From an optimization exercise on the open Yosys and OpenROAD flow, aimed at small area and a short achievable clock period; shortcuts taken in it are not production practice.
Only simulation tests tie the RTL to the original design; equivalence was not proved.
Power figures rest on the tool's default switching activity, not on a simulated workload.

==> module ArithmeticLogicUnit, before the edit <==
module ArithmeticLogicUnit(A, B, FunSel, WF, Clock, ALUOut, FlagsOut);
    input wire [15:0] A, B;
    input wire [4:0] FunSel;
    input wire WF, Clock;
    output wire [15:0] ALUOut;
    output reg [3:0] FlagsOut;    
    wire [3:0] t;
    wire s_add, s_shl, s_shr, lsb, msb16, msb8, sub, ncin;
    wire [1:0] k;
    AluDec dec(.FunSel(FunSel), .C(FlagsOut[2]), .A7(A[7]), .A0(A[0]), .A15(A[15]), .t(t),
               .s_add(s_add), .s_shl(s_shl), .s_shr(s_shr), .lsb(lsb), .msb16(msb16), .msb8(msb8),
               .sub(sub), .ncin(ncin), .k(k));
    wire [15:0] ng, nt;
    AluGT gt(.A(A), .B(B), .sub(sub), .ng(ng), .nt(nt));
    wire [16:0] g0, p0, g1, p1, g2, p2, g3, p3, g4, p4, c, p5;
    assign g0 = {ng, ncin};
    assign p0 = {nt, 1'b1};
    KSLevel #(.D(1),  .INV(1)) l0(.gi(g0), .pi(p0), .go(g1), .po(p1));
    KSLevel #(.D(2),  .INV(0)) l1(.gi(g1), .pi(p1), .go(g2), .po(p2));
    KSLevel #(.D(4),  .INV(1)) l2(.gi(g2), .pi(p2), .go(g3), .po(p3));
    KSLevel #(.D(8),  .INV(0)) l3(.gi(g3), .pi(p3), .go(g4), .po(p4));
    KSLevel #(.D(16), .INV(1)) l4(.gi(g4), .pi(p4), .go(c),  .po(p5));
    wire [15:0] X;
    AluX x(.A(A), .B(B), .t(t), .s_shl(s_shl), .s_shr(s_shr), .lsb(lsb),
           .msb16(msb16), .msb8(msb8), .w(FunSel[4]), .X(X));
    AluSel sel(.c(c[15:0]), .X(X), .k(k), .r(ALUOut));
    wire [3:0] Fn;
    AluFlags fl(.A(A), .B(B), .FunSel(FunSel), .c8(c[8]), .c16(c[16]), .r(ALUOut), .F(FlagsOut), .Fn(Fn));
    always @(posedge Clock)
        if (WF) FlagsOut <= Fn;
endmodule
==> module ArithmeticLogicUnitSystem, before the edit <==
module ArithmeticLogicUnitSystem(
    RF_OutASel, RF_OutBSel, RF_FunSel, RF_RegSel, RF_ScrSel,
    ALU_FunSel, ALU_WF,
    ARF_OutCSel, ARF_OutDSel, ARF_FunSel, ARF_RegSel,
    IR_LH, IR_Write,
    MemOut,
    MuxASel, MuxBSel, MuxCSel, Clock,
    OutA, OutB, ALUOut, Flags_out, OutC, Address, IROut, MuxCOut);
    input wire [2:0] RF_OutASel, RF_OutBSel, RF_FunSel;
    input wire [3:0] RF_RegSel, RF_ScrSel;
    output wire [15:0] OutA, OutB;
    input wire [4:0] ALU_FunSel;
    input wire ALU_WF;
    output wire [15:0] ALUOut;
    output wire [3:0] Flags_out;
    input wire [1:0] ARF_OutCSel, ARF_OutDSel;
    input wire [2:0] ARF_FunSel, ARF_RegSel;
    output wire [15:0] OutC;
    input wire IR_LH;
    input wire IR_Write;
    output wire [15:0] IROut;
    output wire [15:0] Address;
    input wire [7:0] MemOut;
    input wire [1:0] MuxASel;
    input wire [1:0] MuxBSel;
    input wire MuxCSel;
    output wire [7:0] MuxCOut;
    input wire Clock;
    assign MuxCOut = MuxCSel ? ALUOut[15:8] : ALUOut[7:0];
    ArithmeticLogicUnit ALU(.A(OutA), .B(OutB), .FunSel(ALU_FunSel), .WF(ALU_WF), .Clock(Clock),
                            .ALUOut(ALUOut), .FlagsOut(Flags_out));
    InstructionRegister IR(.I(MemOut), .Write(IR_Write), .LH(IR_LH), .Clock(Clock), .IROut(IROut));
    wire [15:0] LA;
    wire a_lo, a_hi, a_inc, a_dec;
    RegLoadCtl ctlA(.ALUOut(ALUOut), .OutC(OutC), .MemOut(MemOut), .IROut(IROut), .MuxSel(MuxASel),
                    .FunSel(RF_FunSel), .L(LA), .ld_lo(a_lo), .ld_hi(a_hi), .inc(a_inc), .dec(a_dec));
    RegisterFile RF(.L(LA), .ld_lo(a_lo), .ld_hi(a_hi), .inc(a_inc), .dec(a_dec),
                    .OutASel(RF_OutASel), .OutBSel(RF_OutBSel), .RegSel(RF_RegSel), .ScrSel(RF_ScrSel),
                    .Clock(Clock), .OutA(OutA), .OutB(OutB));
    wire [15:0] LB;
    wire b_lo, b_hi, b_inc, b_dec;
    RegLoadCtl ctlB(.ALUOut(ALUOut), .OutC(OutC), .MemOut(MemOut), .IROut(IROut), .MuxSel(MuxBSel),
                    .FunSel(ARF_FunSel), .L(LB), .ld_lo(b_lo), .ld_hi(b_hi), .inc(b_inc), .dec(b_dec));
    AddressRegisterFile ARF(.L(LB), .ld_lo(b_lo), .ld_hi(b_hi), .inc(b_inc), .dec(b_dec),
                            .OutCSel(ARF_OutCSel), .OutDSel(ARF_OutDSel), .RegSel(ARF_RegSel),
                            .Clock(Clock), .OutC(OutC), .OutD(Address));
endmodule
export LEC_CHECK = 0
export CAP_MARGIN = 20
export CORE_MARGIN = 2
export CORE_UTILIZATION = 40
export CTS_BUF_LIST = sky130_fd_sc_hd__clkbuf_4 sky130_fd_sc_hd__clkbuf_8
export SETUP_SLACK_MARGIN = 3.0
export SLEW_MARGIN = 20
export SYNTH_HIERARCHICAL = 1
create_clock -name core_clock -period 9.0 [get_ports {Clock}]
standard.sh (not shown) runs the stock make flow with config.mk's settings and CLKGATE_MAP_FILE= SYNTH_SCRIPT=/design/flow/synth_recipe.tcl, a recipe that flattens the netlist after the stock synthesis.
==> flow/flow/run.sh <==
#!/bin/bash
# Standard ORFS layout with buf_2 port buffers. Each stage's full tool
# output is in orfs/logs; the make output is kept in flow_make.log.
set -euo pipefail
bash standard.sh "BUFFER_PORTS_ARGS=-buffer_cell sky130_fd_sc_hd__buf_2" finish > flow_make.log 2>&1
Then changed:
--- a/flow/design.v
+++ b/flow/design.v
@@ -217,6 +217,16 @@
     assign ncin  = ~(sub | ((op == 4'd5) & C));
     assign k     = {s_add & w, s_add};
 endmodule
+module AluMuxC(c, X, k, sel, out);
+    input wire [15:0] c, X;
+    input wire [1:0] k;
+    input wire sel;
+    output wire [7:0] out;
+    wire [7:0] Xs = sel ? X[15:8] : X[7:0];
+    wire [7:0] cs = sel ? c[15:8] : c[7:0];
+    wire ks = sel ? k[1] : k[0];
+    assign out = Xs ^ (cs & {8{ks}});
+endmodule
 module AluSel(c, X, k, r);
     input wire [15:0] c, X;
     input wire [1:0] k;
@@ -245,12 +255,13 @@
     wire On = s_add ? ((am == bm) & (rm != am)) : F[0];
     assign Fn = {Zn, Cn, Nn, On};
 endmodule
-module ArithmeticLogicUnit(A, B, FunSel, WF, Clock, ALUOut, FlagsOut);
+module ArithmeticLogicUnit(A, B, FunSel, WF, Clock, MuxCSel, ALUOut, FlagsOut, MuxCOut);
     input wire [15:0] A, B;
     input wire [4:0] FunSel;
-    input wire WF, Clock;
+    input wire WF, Clock, MuxCSel;
     output wire [15:0] ALUOut;
     output reg [3:0] FlagsOut;    
+    output wire [7:0] MuxCOut;
     wire [3:0] t;
     wire s_add, s_shl, s_shr, lsb, msb16, msb8, sub, ncin;
     wire [1:0] k;
@@ -271,6 +282,7 @@
     AluX x(.A(A), .B(B), .t(t), .s_shl(s_shl), .s_shr(s_shr), .lsb(lsb),
            .msb16(msb16), .msb8(msb8), .w(FunSel[4]), .X(X));
     AluSel sel(.c(c[15:0]), .X(X), .k(k), .r(ALUOut));
+    AluMuxC mc(.c(c[15:0]), .X(X), .k(k), .sel(MuxCSel), .out(MuxCOut));
     wire [3:0] Fn;
     AluFlags fl(.A(A), .B(B), .FunSel(FunSel), .c8(c[8]), .c16(c[16]), .r(ALUOut), .F(FlagsOut), .Fn(Fn));
     always @(posedge Clock)
@@ -305,9 +317,8 @@
     input wire MuxCSel;
     output wire [7:0] MuxCOut;
     input wire Clock;
-    assign MuxCOut = MuxCSel ? ALUOut[15:8] : ALUOut[7:0];
     ArithmeticLogicUnit ALU(.A(OutA), .B(OutB), .FunSel(ALU_FunSel), .WF(ALU_WF), .Clock(Clock),
-                            .ALUOut(ALUOut), .FlagsOut(Flags_out));
+                            .MuxCSel(MuxCSel), .ALUOut(ALUOut), .FlagsOut(Flags_out), .MuxCOut(MuxCOut));
     InstructionRegister IR(.I(MemOut), .Write(IR_Write), .LH(IR_LH), .Clock(Clock), .IROut(IROut));
     wire [15:0] LA;
     wire a_lo, a_hi, a_inc, a_dec;
Sequential share of layout area stays flat.
Area after synthesis goes up by 1.1%.
Wire length goes up by 2.6%.
Clock skew stays flat.
Final area barely changes.
Final cell count goes up by 1.2%.
Combinational power goes up by about 2%.
Global-route usage goes up by 0.27 points.
Total power hardly moves.
Setup slack improved by 0.16 ns.

-- port drivers added, routing unchanged --
Ports are ideal in the flow. The routed layouts listed here were re-timed in OpenROAD. Step 1: set_driving_cell puts a clkbuf_16 on Clock and a buf_2 on each other input, an assumption about the parent block. Step 2 adds t to the input delays and takes it off the output delays; t is the mean of the earliest and latest rising clock arrival at the registers after step 1. Input paths then give back, and output paths get back, about the clock's delay inside the block. Slacks: no drivers / after step 1 / after step 2; pairs: no drivers / after step 1.
run | t (ns) | setup slack, ns | worst setup path after step 2 | cell pins on the clock port's net
the first run | 0.617 | 2.600 / 2.471 / 2.471 | input to output | 1
the second run | 0.581 | 2.764 / 2.619 / 2.590 | input to register | 1
After both steps setup and hold are still met in every run listed. For the second run, which loses most, drivers alone change the setup slack by -0.145 ns; drivers and shift together by -0.174 ns.
